Context: an optimization exercise on an open-source flow, tuned for small area and a short achievable clock period. The choices shown serve that exercise and are no tape-out recipe. The RTL was checked by simulation tests, not by an equivalence proof against the original design.

==> flow/design.v (outline; a module is shown in full before it is edited, if it fits) <==
// module top_32bit: 142 lines
// module opmux: 4 lines
// module ltcmp: 3 lines
// module mulfront: 700 lines
// module csaback: 182 lines
// module cpa32: 294 lines
// module benc: 5 lines
// module bsel: 3 lines
// module ao21: 3 lines
// module xo2: 3 lines
module top_32bit(
    input               clk,
    input               we,
    input               reset,
    input      [31:0]   data,
    input      [1:0]    p_sel,
    input      [31:0]   P0,
    input      [31:0]   P1,
    output     [31:0]   P0_out,
    output     [31:0]   P1_out,
    output     [31:0]   data_out
  );
  // ...
==> flow/flow/run.sh <==
#!/bin/bash
set -euo pipefail
bash standard.sh SETUP_SLACK_MARGIN=6.5 finish > layout_make.log 2>&1
==> flow/standard.sh <==
#!/bin/bash
# synth_recipe.tcl (not shown) runs the flow's synth.tcl, then flattens the netlist and writes it again
# the make line also repeats each setting of config.mk as NAME=value (left out here)
make -C /OpenROAD-flow-scripts/flow DESIGN_CONFIG=/design/flow/config.mk WORK_HOME=/design/flow/orfs CLKGATE_MAP_FILE= SYNTH_SCRIPT=/design/flow/synth_recipe.tcl "${@:-finish}"
==> flow/config.mk <==
export PLATFORM = sky130hd
export DESIGN_NAME = top_32bit
export DESIGN_NICKNAME = top_32bit
export VERILOG_FILES = /design/flow/design.v
export SDC_FILE = /design/flow/constraint.sdc
export NUM_CORES = 4
export LEC_CHECK = 0
export CAP_MARGIN = 20
export CORE_MARGIN = 2
export CORE_UTILIZATION = 60
export SLEW_MARGIN = 20
export SYNTH_HIERARCHICAL = 1
==> flow/constraint.sdc <==
create_clock -name core_clock -period 12.0 [get_ports {clk}]
set_input_delay 2.4000 -clock core_clock [delete_from_list [all_inputs] [get_ports {clk}]]
set_output_delay 2.4000 -clock core_clock [all_outputs]
set_load 0.01 [all_outputs]
==> reports/qor.json, run 1 <==
{
  "yosys": {
    "number_of_flops_mapped_to_enable_cells_by_yosys": 576,
    "post_synth_mux_area_share_pct": 6.859,
    "post_synth_main_area_contributors": "sky130_fd_sc_hd__edfxtp_1 39%, sky130_fd_sc_hd__dfxtp_1 6.8%, sky130_fd_sc_hd__a22oi_1 6.0%",
    "synth-seq-cells": 801
  },
  "placed_design": {
    "sum_of_net_half_perimeters_after_detailed_placement_um": 90660,
    "pre_cts_slack_ns": 4.270,
    "place.gp.congestion": 0.9550,
    "numPlacedInstances": 4621
  },
  "min_path": {
    "class_of_the_worst_hold_path": "reg -> reg",
    "hold_start": "valid[3]"
  },
  "floorplan": {
    "taps": 959,
    "row_count": 99,
    "die_h_um": 275.4,
    "die_area_um2": 75860
  },
  "finish": {
    "largestRegisters": "mem (384), Rh (192), mid (118)",
    "area.sequential_um2": 22200,
    "most_common_cell_after_layout_fill_and_taps_aside": "sky130_fd_sc_hd__edfxtp_1",
    "syn_to_final_growth_pct": 22.62,
    "design.seq.count": 801,
    "seq_area_share_pct": 40.95,
    "fin_cells": 5011
  },
  "run": {
    "reported_max_cap_violation_count": 0
  },
  "timing": {
    "timing.max_slew.rel_slack_pct": 30.09,
    "timing_hold_violations_final": 0,
    "finalSetupTns_ns": 0,
    "fin_crit_sh_pct": 54.94
  },
  "routing": {
    "detailroute.via_count": 33797,
    "drc": 0,
    "met1Wirelength_um": 53780,
    "met3_wirelength_um": 15920
  },
  "cts": {
    "reg_clk_slew_reported_paths_ns": 0.06,
    "cts_made_buffers": 85
  },
  "worst_setup_path": {
    "cp-startpoint": "mid[39]",
    "worst_setup_path_end": "data_out[30]",
    "cp_max_fo": 4,
    "critical_setup_path_class": "reg -> out"
  },
  "status": {
    "status": "timing/DRC/antenna clean"
  }
}
==> module top_32bit, before the edit <==
module top_32bit(
    input               clk,
    input               we,
    input               reset,
    input      [31:0]   data,
    input      [1:0]    p_sel,
    input      [31:0]   P0,
    input      [31:0]   P1,
    output     [31:0]   P0_out,
    output     [31:0]   P1_out,
    output     [31:0]   data_out
  );
  localparam [2:0] OP_ADD = 3'd0, OP_SUB = 3'd1, OP_MUL = 3'd2, OP_AND = 3'd3,
                   OP_OR  = 3'd4, OP_XOR = 3'd5, OP_LT  = 3'd6;
  reg  [4:0]  a1;
  reg         first;
  always @(posedge clk or posedge reset)
    if (reset) a1 <= 5'd0;
    else       a1 <= first ? 5'd0 : a1 + 5'd1;
  always @(posedge clk)
    first <= reset;
  wire [3:0] d_op = data[31:28];
  wire [2:0] d_rs = data[27:25];
  wire [2:0] d_rA = data[24:22];
  wire [2:0] d_rB = data[21:19];
  reg  [2:0] e_op, e_A, e_B;
  always @* begin
    e_A = d_rA;
    e_B = d_rB;
    case (d_op)
      4'b0000: e_op = OP_ADD;
      4'b0001: e_op = OP_SUB;
      4'b0010: e_op = OP_MUL;
      4'b0011: e_op = OP_AND;
      4'b0100: e_op = OP_OR;
      4'b0101: e_op = OP_XOR;
      4'b0110: begin e_op = OP_LT; e_A = d_rB; e_B = d_rA; end
      4'b0111: e_op = OP_LT;
      4'b1001: begin e_op = OP_AND; e_B = d_rA; end
      default: begin e_op = OP_XOR; e_B = d_rA; end
    endcase
  end
  wire [11:0] enc = {e_op, d_rs, e_A, e_B};
  reg  [11:0] mem [0:31];
  always @(posedge clk)
    if (we) mem[a1] <= enc;
  wire [11:0] Jn = we ? enc : mem[a1];
  wire [2:0]  jn_A = Jn[5:3];
  wire [2:0]  jn_B = Jn[2:0];
  reg  [5:0]  J;
  always @(posedge clk)
    J <= Jn[11:6];
  wire [2:0] j_op = J[5:3];
  wire [2:0] j_rs = J[2:0];
  reg  [31:0]  R0, R1;
  reg  [191:0] Rh;         
  reg  [7:2]   valid;
  reg  [2:0]   rs_cur;     
  wire [31:0]  alu;        
  wire [31:0]  wb0 = p_sel[0] ? alu : P0;
  wire [31:0]  wb1 = p_sel[1] ? alu : P1;
  always @(posedge clk or posedge reset)
    if (reset) begin
      R0 <= 32'd0;
      R1 <= 32'd0;
    end else begin
      if (rs_cur == 3'd0) R0 <= wb0;
      if (rs_cur == 3'd1) R1 <= wb1;
    end
  genvar k;
  generate
    for (k = 2; k < 8; k = k + 1) begin : g_reg
      always @(posedge clk)
        if (rs_cur == k) Rh[32*(k-2) +: 32] <= alu;
      always @(posedge clk or posedge reset)
        if (reset)             valid[k] <= 1'b0;
        else if (rs_cur == k)  valid[k] <= 1'b1;
    end
  endgenerate
  wire [2:0]  rs_n    = reset ? 3'd0 : j_rs;
  wire [7:0]  valid_n = reset ? 8'd0 : ({valid, 2'b00} | (8'd1 << rs_cur));
  wire [7:0]  ok_n    = valid_n | 8'b11;
  wire        fwdA_n  = (jn_A == rs_n);
  wire        fwdB_n  = (jn_B == rs_n);
  reg  [7:0]  selA, selB;
  reg         gA0, gA1, gAY, gB0, gB1, gBY;
  always @(posedge clk) begin
    selA <= fwdA_n ? 8'd0 : ((8'd1 << jn_A) & ok_n);
    selB <= fwdB_n ? 8'd0 : ((8'd1 << jn_B) & ok_n);
    gA0  <= fwdA_n & (rs_n == 3'd0);
    gA1  <= fwdA_n & (rs_n == 3'd1);
    gAY  <= fwdA_n & (rs_n[2:1] != 2'd0);
    gB0  <= fwdB_n & (rs_n == 3'd0);
    gB1  <= fwdB_n & (rs_n == 3'd1);
    gBY  <= fwdB_n & (rs_n[2:1] != 2'd0);
  end
  wire [255:0] Rall = {Rh, R1, R0};
  reg  [31:0]  A_reg, B_reg;
  integer i;
  always @* begin
    A_reg = 32'd0;
    B_reg = 32'd0;
    for (i = 0; i < 8; i = i + 1) begin
      A_reg = A_reg | ({32{selA[i]}} & Rall[32*i +: 32]);
      B_reg = B_reg | ({32{selB[i]}} & Rall[32*i +: 32]);
    end
  end
  wire [31:0] A, B;
  opmux u_opA (.alu(alu), .p0(P0), .p1(P1), .r(A_reg),
               .ga(gAY | (gA0 & p_sel[0]) | (gA1 & p_sel[1])),
               .gp0(gA0 & ~p_sel[0]), .gp1(gA1 & ~p_sel[1]), .y(A));
  opmux u_opB (.alu(alu), .p0(P0), .p1(P1), .r(B_reg),
               .ga(gBY | (gB0 & p_sel[0]) | (gB1 & p_sel[1])),
               .gp0(gB0 & ~p_sel[0]), .gp1(gB1 & ~p_sel[1]), .y(B));
  wire        nr    = ~reset;
  wire        s_mul = nr & (j_op == OP_MUL);
  wire        s_add = nr & (j_op == OP_ADD);
  wire        s_sub = nr & (j_op == OP_SUB);
  wire        s_or  = nr & (j_op == OP_OR);
  wire        s_xor = nr & (j_op == OP_XOR);
  wire        s_lt  = nr & (j_op == OP_LT);
  wire        s_and = nr & (j_op == OP_AND | j_op == 3'd7);
  wire        lt;
  ltcmp u_lt (.a(A), .b(B), .lt(lt));
  wire [31:0] ox = ({32{s_add | s_sub}} & A) | ({32{s_or}} & (A | B)) |
                   ({32{s_xor}} & (A ^ B)) | ({32{s_and}} & (A & B)) |
                   {31'd0, s_lt & lt};
  wire [31:0] oy = ({32{s_add}} & B) | ({32{s_sub}} & ~B);
  wire        ocin = s_sub;
  wire [117:0] mid_next;
  reg  [117:0] mid;
  mulfront u_front (.a(A[15:0]), .b(B[15:0]), .is_mul(s_mul), .ox(ox), .oy(oy),
                    .ocin(ocin), .m(mid_next));
  always @(posedge clk) begin
    mid    <= mid_next;
    rs_cur <= reset ? 3'd0 : j_rs;
  end
  csaback u_back (.m(mid), .s(alu));
  assign P0_out   = R0;
  assign P1_out   = R1;
  assign data_out = alu;
endmodule
==> run 2: changes to the inputs <==
--- a/flow/design.v
+++ b/flow/design.v
@@ -59,4 +59,5 @@
   wire [31:0]  alu;        
-  wire [31:0]  wb0 = p_sel[0] ? alu : P0;
-  wire [31:0]  wb1 = p_sel[1] ? alu : P1;
+  wire [31:0]  alu_rf;     
+  wire [31:0]  wb0 = p_sel[0] ? alu_rf : P0;
+  wire [31:0]  wb1 = p_sel[1] ? alu_rf : P1;
   always @(posedge clk or posedge reset)
@@ -73,3 +74,3 @@
       always @(posedge clk)
-        if (rs_cur == k) Rh[32*(k-2) +: 32] <= alu;
+        if (rs_cur == k) Rh[32*(k-2) +: 32] <= alu_rf;
       always @(posedge clk or posedge reset)
@@ -137,3 +138,3 @@
   end
-  csaback u_back (.m(mid), .s(alu));
+  csaback u_back (.m(mid), .s(alu), .s2(alu_rf));
   assign P0_out   = R0;
@@ -849,3 +850,3 @@
 endmodule
-module csaback(input [117:0] m, output [31:0] s);
+module csaback(input [117:0] m, output [31:0] s, output [31:0] s2);
   wire s1;
@@ -1029,297 +1030,749 @@
   wire [31:0] rb = {s117, s115, s111, s107, s103, s99, s95, s91, s87, s83, s79, s75, s71, s67, s63, s59, s55, s51, s47, s43, s39, s35, s31, s27, s23, s19, s15, s11, s7, s5, s3, s1};
-  cpa32 u_cpa (.a(ra), .b(rb), .s(s));
+  cpa32 u_cpa (.a(ra), .b(rb), .s(s), .s2(s2));
 endmodule
-module cpa32(input [31:0] a, input [31:0] b, output [31:0] s);
-  wire [31:0] g0 = a & b;
-  wire [31:0] p0 = a ^ b;
-  wire G1 = g0[1] | (p0[1] & g0[0]);
-  wire P1 = p0[1] & p0[0];
-  wire G2 = g0[2] | (p0[2] & g0[1]);
-  wire P2 = p0[2] & p0[1];
-  wire G3 = g0[3] | (p0[3] & g0[2]);
-  wire P3 = p0[3] & p0[2];
-  wire G4 = g0[4] | (p0[4] & g0[3]);
-  wire P4 = p0[4] & p0[3];
-  wire G5 = g0[5] | (p0[5] & g0[4]);
-  wire P5 = p0[5] & p0[4];
-  wire G6 = g0[6] | (p0[6] & g0[5]);
-  wire P6 = p0[6] & p0[5];
-  wire G7 = g0[7] | (p0[7] & g0[6]);
-  wire P7 = p0[7] & p0[6];
-  wire G8 = g0[8] | (p0[8] & g0[7]);
-  wire P8 = p0[8] & p0[7];
-  wire G9 = g0[9] | (p0[9] & g0[8]);
-  wire P9 = p0[9] & p0[8];
-  wire G10 = g0[10] | (p0[10] & g0[9]);
-  wire P10 = p0[10] & p0[9];
-  wire G11 = g0[11] | (p0[11] & g0[10]);
-  wire P11 = p0[11] & p0[10];
-  wire G12 = g0[12] | (p0[12] & g0[11]);
-  wire P12 = p0[12] & p0[11];
-  wire G13 = g0[13] | (p0[13] & g0[12]);
-  wire P13 = p0[13] & p0[12];
-  wire G14 = g0[14] | (p0[14] & g0[13]);
-  wire P14 = p0[14] & p0[13];
-  wire G15 = g0[15] | (p0[15] & g0[14]);
-  wire P15 = p0[15] & p0[14];
-  wire G16 = g0[16] | (p0[16] & g0[15]);
-  wire P16 = p0[16] & p0[15];
-  wire G17 = g0[17] | (p0[17] & g0[16]);
-  wire P17 = p0[17] & p0[16];
-  wire G18 = g0[18] | (p0[18] & g0[17]);
-  wire P18 = p0[18] & p0[17];
-  wire G19 = g0[19] | (p0[19] & g0[18]);
-  wire P19 = p0[19] & p0[18];
-  wire G20 = g0[20] | (p0[20] & g0[19]);
-  wire P20 = p0[20] & p0[19];
-  wire G21 = g0[21] | (p0[21] & g0[20]);
-  wire P21 = p0[21] & p0[20];
-  wire G22 = g0[22] | (p0[22] & g0[21]);
-  wire P22 = p0[22] & p0[21];
-  wire G23 = g0[23] | (p0[23] & g0[22]);
-  wire P23 = p0[23] & p0[22];
-  wire G24 = g0[24] | (p0[24] & g0[23]);
-  wire P24 = p0[24] & p0[23];
-  wire G25 = g0[25] | (p0[25] & g0[24]);
-  wire P25 = p0[25] & p0[24];
-  wire G26 = g0[26] | (p0[26] & g0[25]);
-  wire P26 = p0[26] & p0[25];
-  wire G27 = g0[27] | (p0[27] & g0[26]);
-  wire P27 = p0[27] & p0[26];
-  wire G28 = g0[28] | (p0[28] & g0[27]);
-  wire P28 = p0[28] & p0[27];
-  wire G29 = g0[29] | (p0[29] & g0[28]);
-  wire P29 = p0[29] & p0[28];
-  wire G30 = g0[30] | (p0[30] & g0[29]);
-  wire P30 = p0[30] & p0[29];
-  wire G31 = g0[31] | (p0[31] & g0[30]);
-  wire P31 = p0[31] & p0[30];
-  wire G32 = G2 | (P2 & g0[0]);
-  wire P32 = P2 & p0[0];
-  wire G33 = G3 | (P3 & G1);
-  wire P33 = P3 & P1;
-  wire G34 = G4 | (P4 & G2);
-  wire P34 = P4 & P2;
-  wire G35 = G5 | (P5 & G3);
-  wire P35 = P5 & P3;
-  wire G36 = G6 | (P6 & G4);
-  wire P36 = P6 & P4;
-  wire G37 = G7 | (P7 & G5);
-  wire P37 = P7 & P5;
-  wire G38 = G8 | (P8 & G6);
-  wire P38 = P8 & P6;
-  wire G39 = G9 | (P9 & G7);
-  wire P39 = P9 & P7;
-  wire G40 = G10 | (P10 & G8);
-  wire P40 = P10 & P8;
-  wire G41 = G11 | (P11 & G9);
-  wire P41 = P11 & P9;
-  wire G42 = G12 | (P12 & G10);
-  wire P42 = P12 & P10;
-  wire G43 = G13 | (P13 & G11);
-  wire P43 = P13 & P11;
-  wire G44 = G14 | (P14 & G12);
-  wire P44 = P14 & P12;
-  wire G45 = G15 | (P15 & G13);
-  wire P45 = P15 & P13;
-  wire G46 = G16 | (P16 & G14);
-  wire P46 = P16 & P14;
-  wire G47 = G17 | (P17 & G15);
-  wire P47 = P17 & P15;
-  wire G48 = G18 | (P18 & G16);
-  wire P48 = P18 & P16;
-  wire G49 = G19 | (P19 & G17);
-  wire P49 = P19 & P17;
-  wire G50 = G20 | (P20 & G18);
-  wire P50 = P20 & P18;
-  wire G51 = G21 | (P21 & G19);
-  wire P51 = P21 & P19;
-  wire G52 = G22 | (P22 & G20);
-  wire P52 = P22 & P20;
-  wire G53 = G23 | (P23 & G21);
-  wire P53 = P23 & P21;
-  wire G54 = G24 | (P24 & G22);
-  wire P54 = P24 & P22;
-  wire G55 = G25 | (P25 & G23);
-  wire P55 = P25 & P23;
-  wire G56 = G26 | (P26 & G24);
-  wire P56 = P26 & P24;
-  wire G57 = G27 | (P27 & G25);
-  wire P57 = P27 & P25;
-  wire G58 = G28 | (P28 & G26);
-  wire P58 = P28 & P26;
-  wire G59 = G29 | (P29 & G27);
-  wire P59 = P29 & P27;
-  wire G60 = G30 | (P30 & G28);
-  wire P60 = P30 & P28;
-  wire G61 = G31 | (P31 & G29);
-  wire P61 = P31 & P29;
-  wire G62 = G34 | (P34 & g0[0]);
-  wire P62 = P34 & p0[0];
-  wire G63 = G35 | (P35 & G1);
-  wire P63 = P35 & P1;
-  wire G64 = G36 | (P36 & G32);
-  wire P64 = P36 & P32;
-  wire G65 = G37 | (P37 & G33);
-  wire P65 = P37 & P33;
-  wire G66 = G38 | (P38 & G34);
-  wire P66 = P38 & P34;
-  wire G67 = G39 | (P39 & G35);
-  wire P67 = P39 & P35;
-  wire G68 = G40 | (P40 & G36);
-  wire P68 = P40 & P36;
-  wire G69 = G41 | (P41 & G37);
-  wire P69 = P41 & P37;
-  wire G70 = G42 | (P42 & G38);
-  wire P70 = P42 & P38;
-  wire G71 = G43 | (P43 & G39);
-  wire P71 = P43 & P39;
-  wire G72 = G44 | (P44 & G40);
-  wire P72 = P44 & P40;
-  wire G73 = G45 | (P45 & G41);
-  wire P73 = P45 & P41;
-  wire G74 = G46 | (P46 & G42);
-  wire P74 = P46 & P42;
-  wire G75 = G47 | (P47 & G43);
-  wire P75 = P47 & P43;
-  wire G76 = G48 | (P48 & G44);
-  wire P76 = P48 & P44;
-  wire G77 = G49 | (P49 & G45);
-  wire P77 = P49 & P45;
-  wire G78 = G50 | (P50 & G46);
-  wire P78 = P50 & P46;
-  wire G79 = G51 | (P51 & G47);
-  wire P79 = P51 & P47;
-  wire G80 = G52 | (P52 & G48);
-  wire P80 = P52 & P48;
-  wire G81 = G53 | (P53 & G49);
-  wire P81 = P53 & P49;
-  wire G82 = G54 | (P54 & G50);
-  wire P82 = P54 & P50;
-  wire G83 = G55 | (P55 & G51);
-  wire P83 = P55 & P51;
-  wire G84 = G56 | (P56 & G52);
-  wire P84 = P56 & P52;
-  wire G85 = G57 | (P57 & G53);
-  wire P85 = P57 & P53;
-  wire G86 = G58 | (P58 & G54);
-  wire P86 = P58 & P54;
-  wire G87 = G59 | (P59 & G55);
-  wire P87 = P59 & P55;
-  wire G88 = G60 | (P60 & G56);
-  wire P88 = P60 & P56;
-  wire G89 = G61 | (P61 & G57);
-  wire P89 = P61 & P57;
-  wire G90 = G66 | (P66 & g0[0]);
-  wire P90 = P66 & p0[0];
-  wire G91 = G67 | (P67 & G1);
-  wire P91 = P67 & P1;
-  wire G92 = G68 | (P68 & G32);
-  wire P92 = P68 & P32;
-  wire G93 = G69 | (P69 & G33);
-  wire P93 = P69 & P33;
-  wire G94 = G70 | (P70 & G62);
-  wire P94 = P70 & P62;
-  wire G95 = G71 | (P71 & G63);
-  wire P95 = P71 & P63;
-  wire G96 = G72 | (P72 & G64);
-  wire P96 = P72 & P64;
-  wire G97 = G73 | (P73 & G65);
-  wire P97 = P73 & P65;
-  wire G98 = G74 | (P74 & G66);
-  wire P98 = P74 & P66;
-  wire G99 = G75 | (P75 & G67);
-  wire P99 = P75 & P67;
-  wire G100 = G76 | (P76 & G68);
-  wire P100 = P76 & P68;
-  wire G101 = G77 | (P77 & G69);
-  wire P101 = P77 & P69;
-  wire G102 = G78 | (P78 & G70);
-  wire P102 = P78 & P70;
-  wire G103 = G79 | (P79 & G71);
-  wire P103 = P79 & P71;
-  wire G104 = G80 | (P80 & G72);
-  wire P104 = P80 & P72;
-  wire G105 = G81 | (P81 & G73);
-  wire P105 = P81 & P73;
-  wire G106 = G82 | (P82 & G74);
-  wire P106 = P82 & P74;
-  wire G107 = G83 | (P83 & G75);
-  wire P107 = P83 & P75;
-  wire G108 = G84 | (P84 & G76);
-  wire P108 = P84 & P76;
-  wire G109 = G85 | (P85 & G77);
-  wire P109 = P85 & P77;
-  wire G110 = G86 | (P86 & G78);
-  wire P110 = P86 & P78;
-  wire G111 = G87 | (P87 & G79);
-  wire P111 = P87 & P79;
-  wire G112 = G88 | (P88 & G80);
-  wire P112 = P88 & P80;
-  wire G113 = G89 | (P89 & G81);
-  wire P113 = P89 & P81;
-  wire G114 = G98 | (P98 & g0[0]);
-  wire P114 = P98 & p0[0];
-  wire G115 = G99 | (P99 & G1);
-  wire P115 = P99 & P1;
-  wire G116 = G100 | (P100 & G32);
-  wire P116 = P100 & P32;
-  wire G117 = G101 | (P101 & G33);
-  wire P117 = P101 & P33;
-  wire G118 = G102 | (P102 & G62);
-  wire P118 = P102 & P62;
-  wire G119 = G103 | (P103 & G63);
-  wire P119 = P103 & P63;
-  wire G120 = G104 | (P104 & G64);
-  wire P120 = P104 & P64;
-  wire G121 = G105 | (P105 & G65);
-  wire P121 = P105 & P65;
-  wire G122 = G106 | (P106 & G90);
-  wire P122 = P106 & P90;
-  wire G123 = G107 | (P107 & G91);
-  wire P123 = P107 & P91;
-  wire G124 = G108 | (P108 & G92);
-  wire P124 = P108 & P92;
-  wire G125 = G109 | (P109 & G93);
-  wire P125 = P109 & P93;
-  wire G126 = G110 | (P110 & G94);
-  wire P126 = P110 & P94;
-  wire G127 = G111 | (P111 & G95);
-  wire P127 = P111 & P95;
-  wire G128 = G112 | (P112 & G96);
-  wire P128 = P112 & P96;
-  wire G129 = G113 | (P113 & G97);
-  wire P129 = P113 & P97;
-  assign s[0] = p0[0];
-  assign s[1] = p0[1] ^ g0[0];
-  assign s[2] = p0[2] ^ G1;
-  assign s[3] = p0[3] ^ G32;
-  assign s[4] = p0[4] ^ G33;
-  assign s[5] = p0[5] ^ G62;
-  assign s[6] = p0[6] ^ G63;
-  assign s[7] = p0[7] ^ G64;
-  assign s[8] = p0[8] ^ G65;
-  assign s[9] = p0[9] ^ G90;
-  assign s[10] = p0[10] ^ G91;
-  assign s[11] = p0[11] ^ G92;
-  assign s[12] = p0[12] ^ G93;
-  assign s[13] = p0[13] ^ G94;
-  assign s[14] = p0[14] ^ G95;
-  assign s[15] = p0[15] ^ G96;
-  assign s[16] = p0[16] ^ G97;
-  assign s[17] = p0[17] ^ G114;
-  assign s[18] = p0[18] ^ G115;
-  assign s[19] = p0[19] ^ G116;
-  assign s[20] = p0[20] ^ G117;
-  assign s[21] = p0[21] ^ G118;
-  assign s[22] = p0[22] ^ G119;
-  assign s[23] = p0[23] ^ G120;
-  assign s[24] = p0[24] ^ G121;
-  assign s[25] = p0[25] ^ G122;
-  assign s[26] = p0[26] ^ G123;
-  assign s[27] = p0[27] ^ G124;
-  assign s[28] = p0[28] ^ G125;
-  assign s[29] = p0[29] ^ G126;
-  assign s[30] = p0[30] ^ G127;
-  assign s[31] = p0[31] ^ G128;
+module cpa32(input [31:0] a, input [31:0] b, output [31:0] s, output [31:0] s2);
+  wire w1;
+  nd2 u_c1 (.a(a[0]), .b(b[0]), .y(w1));
+  wire w2;
+  nr2 u_c2 (.a(a[0]), .b(b[0]), .y(w2));
+  wire w3;
+  nd2 u_c3 (.a(a[1]), .b(b[1]), .y(w3));
+  wire w4;
+  nr2 u_c4 (.a(a[1]), .b(b[1]), .y(w4));
+  wire w5;
+  nd2 u_c5 (.a(a[2]), .b(b[2]), .y(w5));
+  wire w6;
+  nr2 u_c6 (.a(a[2]), .b(b[2]), .y(w6));
+  wire w7;
+  nd2 u_c7 (.a(a[3]), .b(b[3]), .y(w7));
+  wire w8;
+  nr2 u_c8 (.a(a[3]), .b(b[3]), .y(w8));
+  wire w9;
+  nd2 u_c9 (.a(a[4]), .b(b[4]), .y(w9));
+  wire w10;
+  nr2 u_c10 (.a(a[4]), .b(b[4]), .y(w10));
+  wire w11;
+  nd2 u_c11 (.a(a[5]), .b(b[5]), .y(w11));
+  wire w12;
+  nr2 u_c12 (.a(a[5]), .b(b[5]), .y(w12));
+  wire w13;
+  nd2 u_c13 (.a(a[6]), .b(b[6]), .y(w13));
+  wire w14;
+  nr2 u_c14 (.a(a[6]), .b(b[6]), .y(w14));
+  wire w15;
+  nd2 u_c15 (.a(a[7]), .b(b[7]), .y(w15));
+  wire w16;
+  nr2 u_c16 (.a(a[7]), .b(b[7]), .y(w16));
+  wire w17;
+  nd2 u_c17 (.a(a[8]), .b(b[8]), .y(w17));
+  wire w18;
+  nr2 u_c18 (.a(a[8]), .b(b[8]), .y(w18));
+  wire w19;
+  nd2 u_c19 (.a(a[9]), .b(b[9]), .y(w19));
+  wire w20;
+  nr2 u_c20 (.a(a[9]), .b(b[9]), .y(w20));
+  wire w21;
+  nd2 u_c21 (.a(a[10]), .b(b[10]), .y(w21));
+  wire w22;
+  nr2 u_c22 (.a(a[10]), .b(b[10]), .y(w22));
+  wire w23;
+  nd2 u_c23 (.a(a[11]), .b(b[11]), .y(w23));
+  wire w24;
+  nr2 u_c24 (.a(a[11]), .b(b[11]), .y(w24));
+  wire w25;
+  nd2 u_c25 (.a(a[12]), .b(b[12]), .y(w25));
+  wire w26;
+  nr2 u_c26 (.a(a[12]), .b(b[12]), .y(w26));
+  wire w27;
+  nd2 u_c27 (.a(a[13]), .b(b[13]), .y(w27));
+  wire w28;
+  nr2 u_c28 (.a(a[13]), .b(b[13]), .y(w28));
+  wire w29;
+  nd2 u_c29 (.a(a[14]), .b(b[14]), .y(w29));
+  wire w30;
+  nr2 u_c30 (.a(a[14]), .b(b[14]), .y(w30));
+  wire w31;
+  nd2 u_c31 (.a(a[15]), .b(b[15]), .y(w31));
+  wire w32;
+  nr2 u_c32 (.a(a[15]), .b(b[15]), .y(w32));
+  wire w33;
+  nd2 u_c33 (.a(a[16]), .b(b[16]), .y(w33));
+  wire w34;
+  nr2 u_c34 (.a(a[16]), .b(b[16]), .y(w34));
+  wire w35;
+  nd2 u_c35 (.a(a[17]), .b(b[17]), .y(w35));
+  wire w36;
+  nr2 u_c36 (.a(a[17]), .b(b[17]), .y(w36));
+  wire w37;
+  nd2 u_c37 (.a(a[18]), .b(b[18]), .y(w37));
+  wire w38;
+  nr2 u_c38 (.a(a[18]), .b(b[18]), .y(w38));
+  wire w39;
+  nd2 u_c39 (.a(a[19]), .b(b[19]), .y(w39));
+  wire w40;
+  nr2 u_c40 (.a(a[19]), .b(b[19]), .y(w40));
+  wire w41;
+  nd2 u_c41 (.a(a[20]), .b(b[20]), .y(w41));
+  wire w42;
+  nr2 u_c42 (.a(a[20]), .b(b[20]), .y(w42));
+  wire w43;
+  nd2 u_c43 (.a(a[21]), .b(b[21]), .y(w43));
+  wire w44;
+  nr2 u_c44 (.a(a[21]), .b(b[21]), .y(w44));
+  wire w45;
+  nd2 u_c45 (.a(a[22]), .b(b[22]), .y(w45));
+  wire w46;
+  nr2 u_c46 (.a(a[22]), .b(b[22]), .y(w46));
+  wire w47;
+  nd2 u_c47 (.a(a[23]), .b(b[23]), .y(w47));
+  wire w48;
+  nr2 u_c48 (.a(a[23]), .b(b[23]), .y(w48));
+  wire w49;
+  nd2 u_c49 (.a(a[24]), .b(b[24]), .y(w49));
+  wire w50;
+  nr2 u_c50 (.a(a[24]), .b(b[24]), .y(w50));
+  wire w51;
+  nd2 u_c51 (.a(a[25]), .b(b[25]), .y(w51));
+  wire w52;
+  nr2 u_c52 (.a(a[25]), .b(b[25]), .y(w52));
+  wire w53;
+  nd2 u_c53 (.a(a[26]), .b(b[26]), .y(w53));
+  wire w54;
+  nr2 u_c54 (.a(a[26]), .b(b[26]), .y(w54));
+  wire w55;
+  nd2 u_c55 (.a(a[27]), .b(b[27]), .y(w55));
+  wire w56;
+  nr2 u_c56 (.a(a[27]), .b(b[27]), .y(w56));
+  wire w57;
+  nd2 u_c57 (.a(a[28]), .b(b[28]), .y(w57));
+  wire w58;
+  nr2 u_c58 (.a(a[28]), .b(b[28]), .y(w58));
+  wire w59;
+  nd2 u_c59 (.a(a[29]), .b(b[29]), .y(w59));
+  wire w60;
+  nr2 u_c60 (.a(a[29]), .b(b[29]), .y(w60));
+  wire w61;
+  nd2 u_c61 (.a(a[30]), .b(b[30]), .y(w61));
+  wire w62;
+  nr2 u_c62 (.a(a[30]), .b(b[30]), .y(w62));
+  wire w63;
+  nd2 u_c63 (.a(a[31]), .b(b[31]), .y(w63));
+  wire w64;
+  nr2 u_c64 (.a(a[31]), .b(b[31]), .y(w64));
+  wire w65;
+  xo2 u_c65 (.a(a[0]), .b(b[0]), .y(w65));
+  wire w66;
+  xo2 u_c66 (.a(a[1]), .b(b[1]), .y(w66));
+  wire w67;
+  xo2 u_c67 (.a(a[2]), .b(b[2]), .y(w67));
+  wire w68;
+  xo2 u_c68 (.a(a[3]), .b(b[3]), .y(w68));
+  wire w69;
+  xo2 u_c69 (.a(a[4]), .b(b[4]), .y(w69));
+  wire w70;
+  xo2 u_c70 (.a(a[5]), .b(b[5]), .y(w70));
+  wire w71;
+  xo2 u_c71 (.a(a[6]), .b(b[6]), .y(w71));
+  wire w72;
+  xo2 u_c72 (.a(a[7]), .b(b[7]), .y(w72));
+  wire w73;
+  xo2 u_c73 (.a(a[8]), .b(b[8]), .y(w73));
+  wire w74;
+  xo2 u_c74 (.a(a[9]), .b(b[9]), .y(w74));
+  wire w75;
+  xo2 u_c75 (.a(a[10]), .b(b[10]), .y(w75));
+  wire w76;
+  xo2 u_c76 (.a(a[11]), .b(b[11]), .y(w76));
+  wire w77;
+  xo2 u_c77 (.a(a[12]), .b(b[12]), .y(w77));
+  wire w78;
+  xo2 u_c78 (.a(a[13]), .b(b[13]), .y(w78));
+  wire w79;
+  xo2 u_c79 (.a(a[14]), .b(b[14]), .y(w79));
+  wire w80;
+  xo2 u_c80 (.a(a[15]), .b(b[15]), .y(w80));
+  wire w81;
+  xo2 u_c81 (.a(a[16]), .b(b[16]), .y(w81));
+  wire w82;
+  xo2 u_c82 (.a(a[17]), .b(b[17]), .y(w82));
+  wire w83;
+  xo2 u_c83 (.a(a[18]), .b(b[18]), .y(w83));
+  wire w84;
+  xo2 u_c84 (.a(a[19]), .b(b[19]), .y(w84));
+  wire w85;
+  xo2 u_c85 (.a(a[20]), .b(b[20]), .y(w85));
+  wire w86;
+  xo2 u_c86 (.a(a[21]), .b(b[21]), .y(w86));
+  wire w87;
+  xo2 u_c87 (.a(a[22]), .b(b[22]), .y(w87));
+  wire w88;
+  xo2 u_c88 (.a(a[23]), .b(b[23]), .y(w88));
+  wire w89;
+  xo2 u_c89 (.a(a[24]), .b(b[24]), .y(w89));
+  wire w90;
+  xo2 u_c90 (.a(a[25]), .b(b[25]), .y(w90));
+  wire w91;
+  xo2 u_c91 (.a(a[26]), .b(b[26]), .y(w91));
+  wire w92;
+  xo2 u_c92 (.a(a[27]), .b(b[27]), .y(w92));
+  wire w93;
+  xo2 u_c93 (.a(a[28]), .b(b[28]), .y(w93));
+  wire w94;
+  xo2 u_c94 (.a(a[29]), .b(b[29]), .y(w94));
+  wire w95;
+  xo2 u_c95 (.a(a[30]), .b(b[30]), .y(w95));
+  wire w96;
+  xo2 u_c96 (.a(a[31]), .b(b[31]), .y(w96));
+  wire w97;
+  oai21 u_c97 (.a(w3), .b(w4), .c(w1), .y(w97));
+  wire w98;
+  oai21 u_c98 (.a(w5), .b(w6), .c(w3), .y(w98));
+  wire w99;
+  nr2 u_c99 (.a(w6), .b(w4), .y(w99));
+  wire w100;
+  oai21 u_c100 (.a(w7), .b(w8), .c(w5), .y(w100));
+  wire w101;
+  nr2 u_c101 (.a(w8), .b(w6), .y(w101));
+  wire w102;
+  oai21 u_c102 (.a(w9), .b(w10), .c(w7), .y(w102));
+  wire w103;
+  nr2 u_c103 (.a(w10), .b(w8), .y(w103));
+  wire w104;
+  oai21 u_c104 (.a(w11), .b(w12), .c(w9), .y(w104));
+  wire w105;
+  nr2 u_c105 (.a(w12), .b(w10), .y(w105));
+  wire w106;
+  oai21 u_c106 (.a(w13), .b(w14), .c(w11), .y(w106));
+  wire w107;
+  nr2 u_c107 (.a(w14), .b(w12), .y(w107));
+  wire w108;
+  oai21 u_c108 (.a(w15), .b(w16), .c(w13), .y(w108));
+  wire w109;
+  nr2 u_c109 (.a(w16), .b(w14), .y(w109));
+  wire w110;
+  oai21 u_c110 (.a(w17), .b(w18), .c(w15), .y(w110));
+  wire w111;
+  nr2 u_c111 (.a(w18), .b(w16), .y(w111));
+  wire w112;
+  oai21 u_c112 (.a(w19), .b(w20), .c(w17), .y(w112));
+  wire w113;
+  nr2 u_c113 (.a(w20), .b(w18), .y(w113));
+  wire w114;
+  oai21 u_c114 (.a(w21), .b(w22), .c(w19), .y(w114));
+  wire w115;
+  nr2 u_c115 (.a(w22), .b(w20), .y(w115));
+  wire w116;
+  oai21 u_c116 (.a(w23), .b(w24), .c(w21), .y(w116));
+  wire w117;
+  nr2 u_c117 (.a(w24), .b(w22), .y(w117));
+  wire w118;
+  oai21 u_c118 (.a(w25), .b(w26), .c(w23), .y(w118));
+  wire w119;
+  nr2 u_c119 (.a(w26), .b(w24), .y(w119));
+  wire w120;
+  oai21 u_c120 (.a(w27), .b(w28), .c(w25), .y(w120));
+  wire w121;
+  nr2 u_c121 (.a(w28), .b(w26), .y(w121));
+  wire w122;
+  oai21 u_c122 (.a(w29), .b(w30), .c(w27), .y(w122));
+  wire w123;
+  nr2 u_c123 (.a(w30), .b(w28), .y(w123));
+  wire w124;
+  oai21 u_c124 (.a(w31), .b(w32), .c(w29), .y(w124));
+  wire w125;
+  nr2 u_c125 (.a(w32), .b(w30), .y(w125));
+  wire w126;
+  oai21 u_c126 (.a(w33), .b(w34), .c(w31), .y(w126));
+  wire w127;
+  nr2 u_c127 (.a(w34), .b(w32), .y(w127));
+  wire w128;
+  oai21 u_c128 (.a(w35), .b(w36), .c(w33), .y(w128));
+  wire w129;
+  nr2 u_c129 (.a(w36), .b(w34), .y(w129));
+  wire w130;
+  oai21 u_c130 (.a(w37), .b(w38), .c(w35), .y(w130));
+  wire w131;
+  nr2 u_c131 (.a(w38), .b(w36), .y(w131));
+  wire w132;
+  oai21 u_c132 (.a(w39), .b(w40), .c(w37), .y(w132));
+  wire w133;
+  nr2 u_c133 (.a(w40), .b(w38), .y(w133));
+  wire w134;
+  oai21 u_c134 (.a(w41), .b(w42), .c(w39), .y(w134));
+  wire w135;
+  nr2 u_c135 (.a(w42), .b(w40), .y(w135));
+  wire w136;
+  oai21 u_c136 (.a(w43), .b(w44), .c(w41), .y(w136));
+  wire w137;
+  nr2 u_c137 (.a(w44), .b(w42), .y(w137));
+  wire w138;
+  oai21 u_c138 (.a(w45), .b(w46), .c(w43), .y(w138));
+  wire w139;
+  nr2 u_c139 (.a(w46), .b(w44), .y(w139));
+  wire w140;
+  oai21 u_c140 (.a(w47), .b(w48), .c(w45), .y(w140));
+  wire w141;
+  nr2 u_c141 (.a(w48), .b(w46), .y(w141));
+  wire w142;
+  oai21 u_c142 (.a(w49), .b(w50), .c(w47), .y(w142));
+  wire w143;
+  nr2 u_c143 (.a(w50), .b(w48), .y(w143));
+  wire w144;
+  oai21 u_c144 (.a(w51), .b(w52), .c(w49), .y(w144));
+  wire w145;
+  nr2 u_c145 (.a(w52), .b(w50), .y(w145));
+  wire w146;
+  oai21 u_c146 (.a(w53), .b(w54), .c(w51), .y(w146));
+  wire w147;
+  nr2 u_c147 (.a(w54), .b(w52), .y(w147));
+  wire w148;
+  oai21 u_c148 (.a(w55), .b(w56), .c(w53), .y(w148));
+  wire w149;
+  nr2 u_c149 (.a(w56), .b(w54), .y(w149));
+  wire w150;
+  oai21 u_c150 (.a(w57), .b(w58), .c(w55), .y(w150));
+  wire w151;
+  nr2 u_c151 (.a(w58), .b(w56), .y(w151));
+  wire w152;
+  oai21 u_c152 (.a(w59), .b(w60), .c(w57), .y(w152));
+  wire w153;
+  nr2 u_c153 (.a(w60), .b(w58), .y(w153));
+  wire w154;
+  oai21 u_c154 (.a(w61), .b(w62), .c(w59), .y(w154));
+  wire w155;
+  nr2 u_c155 (.a(w62), .b(w60), .y(w155));
+  wire w156;
+  oai21 u_c156 (.a(w63), .b(w64), .c(w61), .y(w156));
+  wire w157;
+  nr2 u_c157 (.a(w64), .b(w62), .y(w157));
+  wire w158;
+  iv u_c158 (.a(w1), .y(w158));
+  wire w159;
+  aoi21 u_c159 (.a(w98), .b(w99), .c(w158), .y(w159));
+  wire w160;
+  aoi21 u_c160 (.a(w100), .b(w101), .c(w97), .y(w160));
+  wire w161;
+  aoi21 u_c161 (.a(w102), .b(w103), .c(w98), .y(w161));
+  wire w162;
+  nd2 u_c162 (.a(w103), .b(w99), .y(w162));
+  wire w163;
+  aoi21 u_c163 (.a(w104), .b(w105), .c(w100), .y(w163));
+  wire w164;
+  nd2 u_c164 (.a(w105), .b(w101), .y(w164));
+  wire w165;
+  aoi21 u_c165 (.a(w106), .b(w107), .c(w102), .y(w165));
+  wire w166;
+  nd2 u_c166 (.a(w107), .b(w103), .y(w166));
+  wire w167;
+  aoi21 u_c167 (.a(w108), .b(w109), .c(w104), .y(w167));
+  wire w168;
+  nd2 u_c168 (.a(w109), .b(w105), .y(w168));
+  wire w169;
+  aoi21 u_c169 (.a(w110), .b(w111), .c(w106), .y(w169));
+  wire w170;
+  nd2 u_c170 (.a(w111), .b(w107), .y(w170));
+  wire w171;
+  aoi21 u_c171 (.a(w112), .b(w113), .c(w108), .y(w171));
+  wire w172;
+  nd2 u_c172 (.a(w113), .b(w109), .y(w172));
+  wire w173;
+  aoi21 u_c173 (.a(w114), .b(w115), .c(w110), .y(w173));
+  wire w174;
+  nd2 u_c174 (.a(w115), .b(w111), .y(w174));
+  wire w175;
+  aoi21 u_c175 (.a(w116), .b(w117), .c(w112), .y(w175));
+  wire w176;
+  nd2 u_c176 (.a(w117), .b(w113), .y(w176));
+  wire w177;
+  aoi21 u_c177 (.a(w118), .b(w119), .c(w114), .y(w177));
+  wire w178;
+  nd2 u_c178 (.a(w119), .b(w115), .y(w178));
+  wire w179;
+  aoi21 u_c179 (.a(w120), .b(w121), .c(w116), .y(w179));
+  wire w180;
+  nd2 u_c180 (.a(w121), .b(w117), .y(w180));
+  wire w181;
+  aoi21 u_c181 (.a(w122), .b(w123), .c(w118), .y(w181));
+  wire w182;
+  nd2 u_c182 (.a(w123), .b(w119), .y(w182));
+  wire w183;
+  aoi21 u_c183 (.a(w124), .b(w125), .c(w120), .y(w183));
+  wire w184;
+  nd2 u_c184 (.a(w125), .b(w121), .y(w184));
+  wire w185;
+  aoi21 u_c185 (.a(w126), .b(w127), .c(w122), .y(w185));
+  wire w186;
+  nd2 u_c186 (.a(w127), .b(w123), .y(w186));
+  wire w187;
+  aoi21 u_c187 (.a(w128), .b(w129), .c(w124), .y(w187));
+  wire w188;
+  nd2 u_c188 (.a(w129), .b(w125), .y(w188));
+  wire w189;
+  aoi21 u_c189 (.a(w130), .b(w131), .c(w126), .y(w189));
+  wire w190;
+  nd2 u_c190 (.a(w131), .b(w127), .y(w190));
+  wire w191;
+  aoi21 u_c191 (.a(w132), .b(w133), .c(w128), .y(w191));
+  wire w192;
+  nd2 u_c192 (.a(w133), .b(w129), .y(w192));
+  wire w193;
+  aoi21 u_c193 (.a(w134), .b(w135), .c(w130), .y(w193));
+  wire w194;
+  nd2 u_c194 (.a(w135), .b(w131), .y(w194));
+  wire w195;
+  aoi21 u_c195 (.a(w136), .b(w137), .c(w132), .y(w195));
+  wire w196;
+  nd2 u_c196 (.a(w137), .b(w133), .y(w196));
+  wire w197;
+  aoi21 u_c197 (.a(w138), .b(w139), .c(w134), .y(w197));
+  wire w198;
+  nd2 u_c198 (.a(w139), .b(w135), .y(w198));
+  wire w199;
+  aoi21 u_c199 (.a(w140), .b(w141), .c(w136), .y(w199));
+  wire w200;
+  nd2 u_c200 (.a(w141), .b(w137), .y(w200));
+  wire w201;
+  aoi21 u_c201 (.a(w142), .b(w143), .c(w138), .y(w201));
+  wire w202;
+  nd2 u_c202 (.a(w143), .b(w139), .y(w202));
+  wire w203;
+  aoi21 u_c203 (.a(w144), .b(w145), .c(w140), .y(w203));
+  wire w204;
+  nd2 u_c204 (.a(w145), .b(w141), .y(w204));
+  wire w205;
+  aoi21 u_c205 (.a(w146), .b(w147), .c(w142), .y(w205));
+  wire w206;
+  nd2 u_c206 (.a(w147), .b(w143), .y(w206));
+  wire w207;
+  aoi21 u_c207 (.a(w148), .b(w149), .c(w144), .y(w207));
+  wire w208;
+  nd2 u_c208 (.a(w149), .b(w145), .y(w208));
+  wire w209;
+  aoi21 u_c209 (.a(w150), .b(w151), .c(w146), .y(w209));
+  wire w210;
+  nd2 u_c210 (.a(w151), .b(w147), .y(w210));
+  wire w211;
+  aoi21 u_c211 (.a(w152), .b(w153), .c(w148), .y(w211));
+  wire w212;
+  nd2 u_c212 (.a(w153), .b(w149), .y(w212));
+  wire w213;
+  aoi21 u_c213 (.a(w154), .b(w155), .c(w150), .y(w213));
+  wire w214;
+  nd2 u_c214 (.a(w155), .b(w151), .y(w214));
+  wire w215;
+  aoi21 u_c215 (.a(w156), .b(w157), .c(w152), .y(w215));
+  wire w216;
+  nd2 u_c216 (.a(w157), .b(w153), .y(w216));
+  wire w217;
+  oai21 u_c217 (.a(w161), .b(w162), .c(w1), .y(w217));
+  wire w218;
+  iv u_c218 (.a(w97), .y(w218));
+  wire w219;
+  oai21 u_c219 (.a(w163), .b(w164), .c(w218), .y(w219));
+  wire w220;
+  oai21 u_c220 (.a(w165), .b(w166), .c(w159), .y(w220));
+  wire w221;
+  oai21 u_c221 (.a(w167), .b(w168), .c(w160), .y(w221));
+  wire w222;
+  oai21 u_c222 (.a(w169), .b(w170), .c(w161), .y(w222));
+  wire w223;
+  nr2 u_c223 (.a(w170), .b(w162), .y(w223));
+  wire w224;
+  oai21 u_c224 (.a(w171), .b(w172), .c(w163), .y(w224));
+  wire w225;
+  nr2 u_c225 (.a(w172), .b(w164), .y(w225));
+  wire w226;
+  oai21 u_c226 (.a(w173), .b(w174), .c(w165), .y(w226));
+  wire w227;
+  nr2 u_c227 (.a(w174), .b(w166), .y(w227));
+  wire w228;
+  oai21 u_c228 (.a(w175), .b(w176), .c(w167), .y(w228));
+  wire w229;
+  nr2 u_c229 (.a(w176), .b(w168), .y(w229));
+  wire w230;
+  oai21 u_c230 (.a(w177), .b(w178), .c(w169), .y(w230));
+  wire w231;
+  nr2 u_c231 (.a(w178), .b(w170), .y(w231));
+  wire w232;
+  oai21 u_c232 (.a(w179), .b(w180), .c(w171), .y(w232));
+  wire w233;
+  nr2 u_c233 (.a(w180), .b(w172), .y(w233));
+  wire w234;
+  oai21 u_c234 (.a(w181), .b(w182), .c(w173), .y(w234));
+  wire w235;
+  nr2 u_c235 (.a(w182), .b(w174), .y(w235));
+  wire w236;
+  oai21 u_c236 (.a(w183), .b(w184), .c(w175), .y(w236));
+  wire w237;
+  nr2 u_c237 (.a(w184), .b(w176), .y(w237));
+  wire w238;
+  oai21 u_c238 (.a(w185), .b(w186), .c(w177), .y(w238));
+  wire w239;
+  nr2 u_c239 (.a(w186), .b(w178), .y(w239));
+  wire w240;
+  oai21 u_c240 (.a(w187), .b(w188), .c(w179), .y(w240));
+  wire w241;
+  nr2 u_c241 (.a(w188), .b(w180), .y(w241));
+  wire w242;
+  oai21 u_c242 (.a(w189), .b(w190), .c(w181), .y(w242));
+  wire w243;
+  nr2 u_c243 (.a(w190), .b(w182), .y(w243));
+  wire w244;
+  oai21 u_c244 (.a(w191), .b(w192), .c(w183), .y(w244));
+  wire w245;
+  nr2 u_c245 (.a(w192), .b(w184), .y(w245));
+  wire w246;
+  oai21 u_c246 (.a(w193), .b(w194), .c(w185), .y(w246));
+  wire w247;
+  nr2 u_c247 (.a(w194), .b(w186), .y(w247));
+  wire w248;
+  oai21 u_c248 (.a(w195), .b(w196), .c(w187), .y(w248));
+  wire w249;
+  nr2 u_c249 (.a(w196), .b(w188), .y(w249));
+  wire w250;
+  oai21 u_c250 (.a(w197), .b(w198), .c(w189), .y(w250));
+  wire w251;
+  nr2 u_c251 (.a(w198), .b(w190), .y(w251));
+  wire w252;
+  oai21 u_c252 (.a(w199), .b(w200), .c(w191), .y(w252));
+  wire w253;
+  nr2 u_c253 (.a(w200), .b(w192), .y(w253));
+  wire w254;
+  oai21 u_c254 (.a(w201), .b(w202), .c(w193), .y(w254));
+  wire w255;
+  nr2 u_c255 (.a(w202), .b(w194), .y(w255));
+  wire w256;
+  oai21 u_c256 (.a(w203), .b(w204), .c(w195), .y(w256));
+  wire w257;
+  nr2 u_c257 (.a(w204), .b(w196), .y(w257));
+  wire w258;
+  oai21 u_c258 (.a(w205), .b(w206), .c(w197), .y(w258));
+  wire w259;
+  nr2 u_c259 (.a(w206), .b(w198), .y(w259));
+  wire w260;
+  oai21 u_c260 (.a(w207), .b(w208), .c(w199), .y(w260));
+  wire w261;
+  nr2 u_c261 (.a(w208), .b(w200), .y(w261));
+  wire w262;
+  oai21 u_c262 (.a(w209), .b(w210), .c(w201), .y(w262));
+  wire w263;
+  nr2 u_c263 (.a(w210), .b(w202), .y(w263));
+  wire w264;
+  oai21 u_c264 (.a(w211), .b(w212), .c(w203), .y(w264));
+  wire w265;
+  nr2 u_c265 (.a(w212), .b(w204), .y(w265));
+  wire w266;
+  oai21 u_c266 (.a(w213), .b(w214), .c(w205), .y(w266));
+  wire w267;
+  nr2 u_c267 (.a(w214), .b(w206), .y(w267));
+  wire w268;
+  oai21 u_c268 (.a(w215), .b(w216), .c(w207), .y(w268));
+  wire w269;
+  nr2 u_c269 (.a(w216), .b(w208), .y(w269));
+  wire w270;
+  aoi21 u_c270 (.a(w222), .b(w223), .c(w158), .y(w270));
+  wire w271;
+  aoi21 u_c271 (.a(w224), .b(w225), .c(w97), .y(w271));
+  wire w272;
+  iv u_c272 (.a(w159), .y(w272));
+  wire w273;
+  aoi21 u_c273 (.a(w226), .b(w227), .c(w272), .y(w273));
+  wire w274;
+  iv u_c274 (.a(w160), .y(w274));
+  wire w275;
+  aoi21 u_c275 (.a(w228), .b(w229), .c(w274), .y(w275));
+  wire w276;
+  aoi21 u_c276 (.a(w230), .b(w231), .c(w217), .y(w276));
+  wire w277;
+  aoi21 u_c277 (.a(w232), .b(w233), .c(w219), .y(w277));
+  wire w278;
+  aoi21 u_c278 (.a(w234), .b(w235), .c(w220), .y(w278));
+  wire w279;
+  aoi21 u_c279 (.a(w236), .b(w237), .c(w221), .y(w279));
+  wire w280;
+  aoi21 u_c280 (.a(w238), .b(w239), .c(w222), .y(w280));
+  wire w281;
+  nd2 u_c281 (.a(w239), .b(w223), .y(w281));
+  wire w282;
+  aoi21 u_c282 (.a(w240), .b(w241), .c(w224), .y(w282));
+  wire w283;
+  nd2 u_c283 (.a(w241), .b(w225), .y(w283));
+  wire w284;
+  aoi21 u_c284 (.a(w242), .b(w243), .c(w226), .y(w284));
+  wire w285;
+  nd2 u_c285 (.a(w243), .b(w227), .y(w285));
+  wire w286;
+  aoi21 u_c286 (.a(w244), .b(w245), .c(w228), .y(w286));
+  wire w287;
+  nd2 u_c287 (.a(w245), .b(w229), .y(w287));
+  wire w288;
+  aoi21 u_c288 (.a(w246), .b(w247), .c(w230), .y(w288));
+  wire w289;
+  nd2 u_c289 (.a(w247), .b(w231), .y(w289));
+  wire w290;
+  aoi21 u_c290 (.a(w248), .b(w249), .c(w232), .y(w290));
+  wire w291;
+  nd2 u_c291 (.a(w249), .b(w233), .y(w291));
+  wire w292;
+  aoi21 u_c292 (.a(w250), .b(w251), .c(w234), .y(w292));
+  wire w293;
+  nd2 u_c293 (.a(w251), .b(w235), .y(w293));
+  wire w294;
+  aoi21 u_c294 (.a(w252), .b(w253), .c(w236), .y(w294));
+  wire w295;
+  nd2 u_c295 (.a(w253), .b(w237), .y(w295));
+  wire w296;
+  aoi21 u_c296 (.a(w254), .b(w255), .c(w238), .y(w296));
+  wire w297;
+  nd2 u_c297 (.a(w255), .b(w239), .y(w297));
+  wire w298;
+  aoi21 u_c298 (.a(w256), .b(w257), .c(w240), .y(w298));
+  wire w299;
+  nd2 u_c299 (.a(w257), .b(w241), .y(w299));
+  wire w300;
+  aoi21 u_c300 (.a(w258), .b(w259), .c(w242), .y(w300));
+  wire w301;
+  nd2 u_c301 (.a(w259), .b(w243), .y(w301));
+  wire w302;
+  aoi21 u_c302 (.a(w260), .b(w261), .c(w244), .y(w302));
+  wire w303;
+  nd2 u_c303 (.a(w261), .b(w245), .y(w303));
+  wire w304;
+  aoi21 u_c304 (.a(w262), .b(w263), .c(w246), .y(w304));
+  wire w305;
+  nd2 u_c305 (.a(w263), .b(w247), .y(w305));
+  wire w306;
+  aoi21 u_c306 (.a(w264), .b(w265), .c(w248), .y(w306));
+  wire w307;
+  nd2 u_c307 (.a(w265), .b(w249), .y(w307));
+  wire w308;
+  aoi21 u_c308 (.a(w266), .b(w267), .c(w250), .y(w308));
+  wire w309;
+  nd2 u_c309 (.a(w267), .b(w251), .y(w309));
+  wire w310;
+  aoi21 u_c310 (.a(w268), .b(w269), .c(w252), .y(w310));
+  wire w311;
+  nd2 u_c311 (.a(w269), .b(w253), .y(w311));
+  wire w312;
+  oai21 u_c312 (.a(w280), .b(w281), .c(w1), .y(w312));
+  wire w313;
+  oai21 u_c313 (.a(w282), .b(w283), .c(w218), .y(w313));
+  wire w314;
+  oai21 u_c314 (.a(w284), .b(w285), .c(w159), .y(w314));
+  wire w315;
+  oai21 u_c315 (.a(w286), .b(w287), .c(w160), .y(w315));
+  wire w316;
+  iv u_c316 (.a(w217), .y(w316));
+  wire w317;
+  oai21 u_c317 (.a(w288), .b(w289), .c(w316), .y(w317));
+  wire w318;
+  iv u_c318 (.a(w219), .y(w318));
+  wire w319;
+  oai21 u_c319 (.a(w290), .b(w291), .c(w318), .y(w319));
+  wire w320;
+  iv u_c320 (.a(w220), .y(w320));
+  wire w321;
+  oai21 u_c321 (.a(w292), .b(w293), .c(w320), .y(w321));
+  wire w322;
+  iv u_c322 (.a(w221), .y(w322));
+  wire w323;
+  oai21 u_c323 (.a(w294), .b(w295), .c(w322), .y(w323));
+  wire w324;
+  oai21 u_c324 (.a(w296), .b(w297), .c(w270), .y(w324));
+  wire w325;
+  oai21 u_c325 (.a(w298), .b(w299), .c(w271), .y(w325));
+  wire w326;
+  oai21 u_c326 (.a(w300), .b(w301), .c(w273), .y(w326));
+  wire w327;
+  oai21 u_c327 (.a(w302), .b(w303), .c(w275), .y(w327));
+  wire w328;
+  oai21 u_c328 (.a(w304), .b(w305), .c(w276), .y(w328));
+  wire w329;
+  oai21 u_c329 (.a(w306), .b(w307), .c(w277), .y(w329));
+  wire w330;
+  oai21 u_c330 (.a(w308), .b(w309), .c(w278), .y(w330));
+  wire w331;
+  oai21 u_c331 (.a(w310), .b(w311), .c(w279), .y(w331));
+  assign s[0] = w65;
+  assign s2[0] = w65;
+  xn2 u_s1 (.a(w66), .b(w1), .y(s[1]));
+  xn2 u_t1 (.a(w66), .b(w1), .y(s2[1]));
+  xo2 u_s2 (.a(w67), .b(w97), .y(s[2]));
+  xo2 u_t2 (.a(w67), .b(w97), .y(s2[2]));
+  xn2 u_s3 (.a(w68), .b(w159), .y(s[3]));
+  xn2 u_t3 (.a(w68), .b(w159), .y(s2[3]));
+  xn2 u_s4 (.a(w69), .b(w160), .y(s[4]));
+  xn2 u_t4 (.a(w69), .b(w160), .y(s2[4]));
+  xo2 u_s5 (.a(w70), .b(w217), .y(s[5]));
+  xo2 u_t5 (.a(w70), .b(w217), .y(s2[5]));
+  xo2 u_s6 (.a(w71), .b(w219), .y(s[6]));
+  xo2 u_t6 (.a(w71), .b(w219), .y(s2[6]));
+  xo2 u_s7 (.a(w72), .b(w220), .y(s[7]));
+  xo2 u_t7 (.a(w72), .b(w220), .y(s2[7]));
+  xo2 u_s8 (.a(w73), .b(w221), .y(s[8]));
+  xo2 u_t8 (.a(w73), .b(w221), .y(s2[8]));
+  xn2 u_s9 (.a(w74), .b(w270), .y(s[9]));
+  xn2 u_t9 (.a(w74), .b(w270), .y(s2[9]));
+  xn2 u_s10 (.a(w75), .b(w271), .y(s[10]));
+  xn2 u_t10 (.a(w75), .b(w271), .y(s2[10]));
+  xn2 u_s11 (.a(w76), .b(w273), .y(s[11]));
+  xn2 u_t11 (.a(w76), .b(w273), .y(s2[11]));
+  xn2 u_s12 (.a(w77), .b(w275), .y(s[12]));
+  xn2 u_t12 (.a(w77), .b(w275), .y(s2[12]));
+  xn2 u_s13 (.a(w78), .b(w276), .y(s[13]));
+  xn2 u_t13 (.a(w78), .b(w276), .y(s2[13]));
+  xn2 u_s14 (.a(w79), .b(w277), .y(s[14]));
+  xn2 u_t14 (.a(w79), .b(w277), .y(s2[14]));
+  xn2 u_s15 (.a(w80), .b(w278), .y(s[15]));
+  xn2 u_t15 (.a(w80), .b(w278), .y(s2[15]));
+  xn2 u_s16 (.a(w81), .b(w279), .y(s[16]));
+  xn2 u_t16 (.a(w81), .b(w279), .y(s2[16]));
+  xo2 u_s17 (.a(w82), .b(w312), .y(s[17]));
+  xo2 u_t17 (.a(w82), .b(w312), .y(s2[17]));
+  xo2 u_s18 (.a(w83), .b(w313), .y(s[18]));
+  xo2 u_t18 (.a(w83), .b(w313), .y(s2[18]));
+  xo2 u_s19 (.a(w84), .b(w314), .y(s[19]));
+  xo2 u_t19 (.a(w84), .b(w314), .y(s2[19]));
+  xo2 u_s20 (.a(w85), .b(w315), .y(s[20]));
+  xo2 u_t20 (.a(w85), .b(w315), .y(s2[20]));
+  xo2 u_s21 (.a(w86), .b(w317), .y(s[21]));
+  xo2 u_t21 (.a(w86), .b(w317), .y(s2[21]));
+  xo2 u_s22 (.a(w87), .b(w319), .y(s[22]));
+  xo2 u_t22 (.a(w87), .b(w319), .y(s2[22]));
+  xo2 u_s23 (.a(w88), .b(w321), .y(s[23]));
+  xo2 u_t23 (.a(w88), .b(w321), .y(s2[23]));
+  xo2 u_s24 (.a(w89), .b(w323), .y(s[24]));
+  xo2 u_t24 (.a(w89), .b(w323), .y(s2[24]));
+  xo2 u_s25 (.a(w90), .b(w324), .y(s[25]));
+  xo2 u_t25 (.a(w90), .b(w324), .y(s2[25]));
+  xo2 u_s26 (.a(w91), .b(w325), .y(s[26]));
+  xo2 u_t26 (.a(w91), .b(w325), .y(s2[26]));
+  xo2 u_s27 (.a(w92), .b(w326), .y(s[27]));
+  xo2 u_t27 (.a(w92), .b(w326), .y(s2[27]));
+  xo2 u_s28 (.a(w93), .b(w327), .y(s[28]));
+  xo2 u_t28 (.a(w93), .b(w327), .y(s2[28]));
+  xo2 u_s29 (.a(w94), .b(w328), .y(s[29]));
+  xo2 u_t29 (.a(w94), .b(w328), .y(s2[29]));
+  xo2 u_s30 (.a(w95), .b(w329), .y(s[30]));
+  xo2 u_t30 (.a(w95), .b(w329), .y(s2[30]));
+  xo2 u_s31 (.a(w96), .b(w330), .y(s[31]));
+  xo2 u_t31 (.a(w96), .b(w330), .y(s2[31]));
+endmodule
+module nd2(input a, input b, output y);
+  assign y = ~(a & b);
+endmodule
+module nr2(input a, input b, output y);
+  assign y = ~(a | b);
+endmodule
+module xn2(input a, input b, output y);
+  assign y = ~(a ^ b);
+endmodule
+module iv(input a, output y);
+  assign y = ~a;
+endmodule
+module aoi21(input a, input b, input c, output y);
+  assign y = ~(a | (b & c));
+endmodule
+module oai21(input a, input b, input c, output y);
+  assign y = ~(a & (b | c));
 endmodule
==> flow/run.sh (new file) <==
#!/bin/bash
# synth_recipe.tcl (not shown) runs the flow's synth.tcl, then flattens the netlist and writes it again
# the make line also repeats each setting of config.mk as NAME=value (left out here)
make -C /OpenROAD-flow-scripts/flow DESIGN_CONFIG=/design/flow/config.mk WORK_HOME=/design/flow/orfs CLKGATE_MAP_FILE= SYNTH_SCRIPT=/design/flow/synth_recipe.tcl finish
--- a/flow/config.mk
+++ b/flow/config.mk
@@ -9,3 +9,4 @@
 export CORE_MARGIN = 2
-export CORE_UTILIZATION = 60
+export CORE_UTILIZATION = 55
+export SETUP_SLACK_MARGIN = 5
 export SLEW_MARGIN = 20
removed: flow/flow/run.sh
removed: flow/standard.sh
==> run 2 against run 1 <==
Maximum frequency shrank 5.1%. Synthesized cell count grew 2.9%. Final cell count shrank 0.28%. Global-route usage shrank 4.0 points. Critical endpoint is now data_out[24]. Highest routed layer unchanged.
==> reports/qor.json, run 2 <==
{
  "placed_design": {
    "placement.io_buffers": {"value": 177, "change": "unchanged"},
    "place.gp.congestion": {"value": 0.9724, "change": "was 0.9550"},
    "sum_of_net_half_perimeters_after_detailed_placement": {"value": 100200, "unit": "µm", "change": "was 90,660 µm"}
  },
  "routing": {
    "detailroute.via_count": {"value": 32143, "change": "was 33,797"},
    "routed_via_density": {"value": 6.432, "change": "was 6.745"},
    "drc": {"value": 0, "change": "unchanged"}
  },
  "cts": {
    "reg_clk_slew_reported_paths": {"value": 0.06, "unit": "ns", "change": "about the same"},
    "cts_made_buffers": {"value": 87, "change": "was 85"}
  },
  "timing": {
    "finalSetupTns": {"value": 0, "unit": "ns", "change": "unchanged"},
    "timing_hold_violations_final": {"value": 0, "change": "unchanged"},
    "timing.max_slew.rel_slack": {"value": 23.02, "unit": "%", "change": "was 30.09%"},
    "fin_crit_sh": {"value": 57.90, "unit": "%", "change": "was 54.94%"}
  },
  "worst_setup_path": {
    "cp_max_fo": {"value": 4, "change": "unchanged"},
    "cp-startpoint": {"value": "mid[17]", "change": "was mid[39]"},
    "critical_setup_path_class": {"value": "reg -> out", "change": "unchanged"},
    "rrSetupSlack": {"value": 5.54, "unit": "ns", "change": "was 5.94 ns"},
    "worst_setup_path_end": {"value": "data_out[24]", "change": "was data_out[30]"}
  },
  "yosys": {
    "number_of_flops_mapped_to_enable_cells_by_yosys": {"value": 576, "change": "unchanged"},
    "post-synth-top-count-cell": {"value": "sky130_fd_sc_hd__edfxtp_1", "change": "unchanged"},
    "post_synth_mux_area_share": {"value": 6.584, "unit": "%", "change": "was 6.859%"},
    "post_synth_main_area_contributors": {"value": "sky130_fd_sc_hd__edfxtp_1 39%, sky130_fd_sc_hd__dfxtp_1 6.7%, sky130_fd_sc_hd__a22oi_1 5.5%", "change": "was sky130_fd_sc_hd__edfxtp_1 39%, sky130_fd_sc_hd__dfxtp_1 6.8%, sky130_fd_sc_hd__a22oi_1 6.0%"},
    "ys_warn_count": {"value": 7, "change": "unchanged"},
    "synth-seq-cells": {"value": 801, "change": "unchanged"}
  },
  "min_path": {
    "class_of_the_worst_hold_path": {"value": "reg -> reg", "change": "unchanged"}
  },
  "floorplan": {
    "die_width": {"value": 288.6, "unit": "µm", "change": "was 275.4 µm"},
    "die_area": {"value": 83280, "unit": "µm²", "change": "was 75,860 µm²"},
    "die_h": {"value": 288.6, "unit": "µm", "change": "was 275.4 µm"},
    "row_count": {"value": 104, "change": "was 99"}
  },
  "run": {
    "reported_max_cap_violation_count": {"value": 0, "change": "unchanged"}
  },
  "status": {
    "status": {"value": "timing/DRC/antenna clean", "change": "unchanged"}
  },
  "finish": {
    "most_common_cell_after_layout_fill_and_taps_aside": {"value": "sky130_fd_sc_hd__edfxtp_1", "change": "unchanged"},
    "syn_to_final_growth": {"value": 13.60, "unit": "%", "change": "was 22.62%"},
    "largestRegisters": {"value": "mem (384), Rh (192), mid (118)", "change": "unchanged"}
  }
}
## run 2: cell types whose count changed after synthesis, sizes merged, moves of 11 or more
cell and delta:
a21o -18, nand3 -13, a222oi +32, ha -31
nor3 -11, o211ai -35, a22oi -30, xor2 +64
nor2 +68, a21oi +28, o21ai +86, inv +15
## run 2: worst max-delay path, delay by kind of cell, from the launching register on
family,cells,cell delay [ns]
adder cells (fa/ha/maj),2,1.18
AO/OA/AOI/OAI,2,0.75
buffers and inverters,2,0.71
XOR/XNOR,1,0.47
AND/OR/NAND/NOR,3,0.46
flip-flops,1,0.31
## run 2: through the flow
step	hold WS [ns]	util [%]	std cells	setup WS (ns)
final	0.4621	62.93	4997	5.052
after detailed placement	0.4528	58.99	4825	4.623
after global placement	0.4428	58.93	4825	4.527
after CTS	0.4677	62.70	4988	4.925
after global routing	0.4922	62.92	4994	4.976
after floorplan	0.4277	-	3727	5.055
## run 2: per-module statistics from Yosys (local to each module, per instance), excerpt
module     flops+latches  cells inside
nr2                    0             1
opmux                  0           105
aoi21                  0             1
top_32bit            801          2235
xn2                    0             1
benc                   0             5
ao21                   0             1
bsel                   0             2
ltcmp                  0           110
iv                     0             1
oai21                  0             1
csaback                0            69
nd2                    0             1
mulfront               0           224
## run 2: layout make-up
cell class,instances,area (µm²)
Timing Repair Buffer,276,2530
Tap cell,1060,1326
Multi-Input combinational cell,2425,20620
Antenna cell,4,10.01
Inverter,268,1007
Fill cell,6200,29810
Clock inverter,56,619.3
Sequential cell,801,22190
Clock buffer,107,2306
## run 2: repair_timing
item	CTS	global route
gates cloned	0	0
pin swaps	0	1
endpoints found under the setup margin	8	13
gates resized for setup	8	10
buffers inserted	0	1
## run 2: logic make-up (layout without fill, tap and decap cells)
| group | count (synthesis) | count (layout) |
|---|---|---|
| buf+inv | 501 | 707 |
| fa+ha+maj | 232 | 232 |
| other cells | 1 | 75 |
| xor+xnor | 279 | 279 |
| mux | 204 | 204 |
| compound gates | 1003 | 1003 |
| simple gates | 636 | 636 |
| flops | 801 | 801 |
## run 2: worst min-delay path by stage
| stage | start | end | slack, ns | cells after the start |
|---|---|---|---|---|
| after CTS | valid[3] | valid[3] | 0.47 | 2 |
| final | valid[3] | valid[3] | 0.46 | 2 |
| after global routing | first | a1[0] | 0.49 | 1 |
| after floorplan | valid[2] | valid[2] | 0.43 | 2 |
| after detailed placement | valid[2] | valid[2] | 0.45 | 2 |
| after global placement | valid[2] | valid[2] | 0.44 | 2 |
## run 2: metal layers
layer	routed length [µm]	GRT usage (%)	vias to the layer above
met5	13	0	-
met4	10350	22.23	2
met3	13840	7.196	454
met2	72120	59.35	1785
met1	55360	44.41	16015
li1	-	-	13887

afterwards: timing with drivers on the ports:
The results above use ideal ports. As a check the final layouts listed here were re-extracted and re-timed, cells and wires unchanged. Step 1, drivers: a clkbuf_16 drives clk and a buf_2 each remaining input, both assumed. Step 2 also shifts input and output timing later by t, the mid clock arrival at the registers, as if the neighbouring blocks saw the same clock. Three values: no drivers, after step 1, after step 2; two values: the first two.
run | t (ns) | setup slack, ns | cell pins on the clock port's net
run 1 | 0.717 | 5.407 / 5.338 / 5.513 | 1
run 2 | 0.728 | 5.052 / 4.978 / 4.548 | 1
After both steps setup and hold are still met in every run listed. For run 2, which loses most, drivers alone change the setup slack by -0.074 ns; drivers and shift together by -0.504 ns.
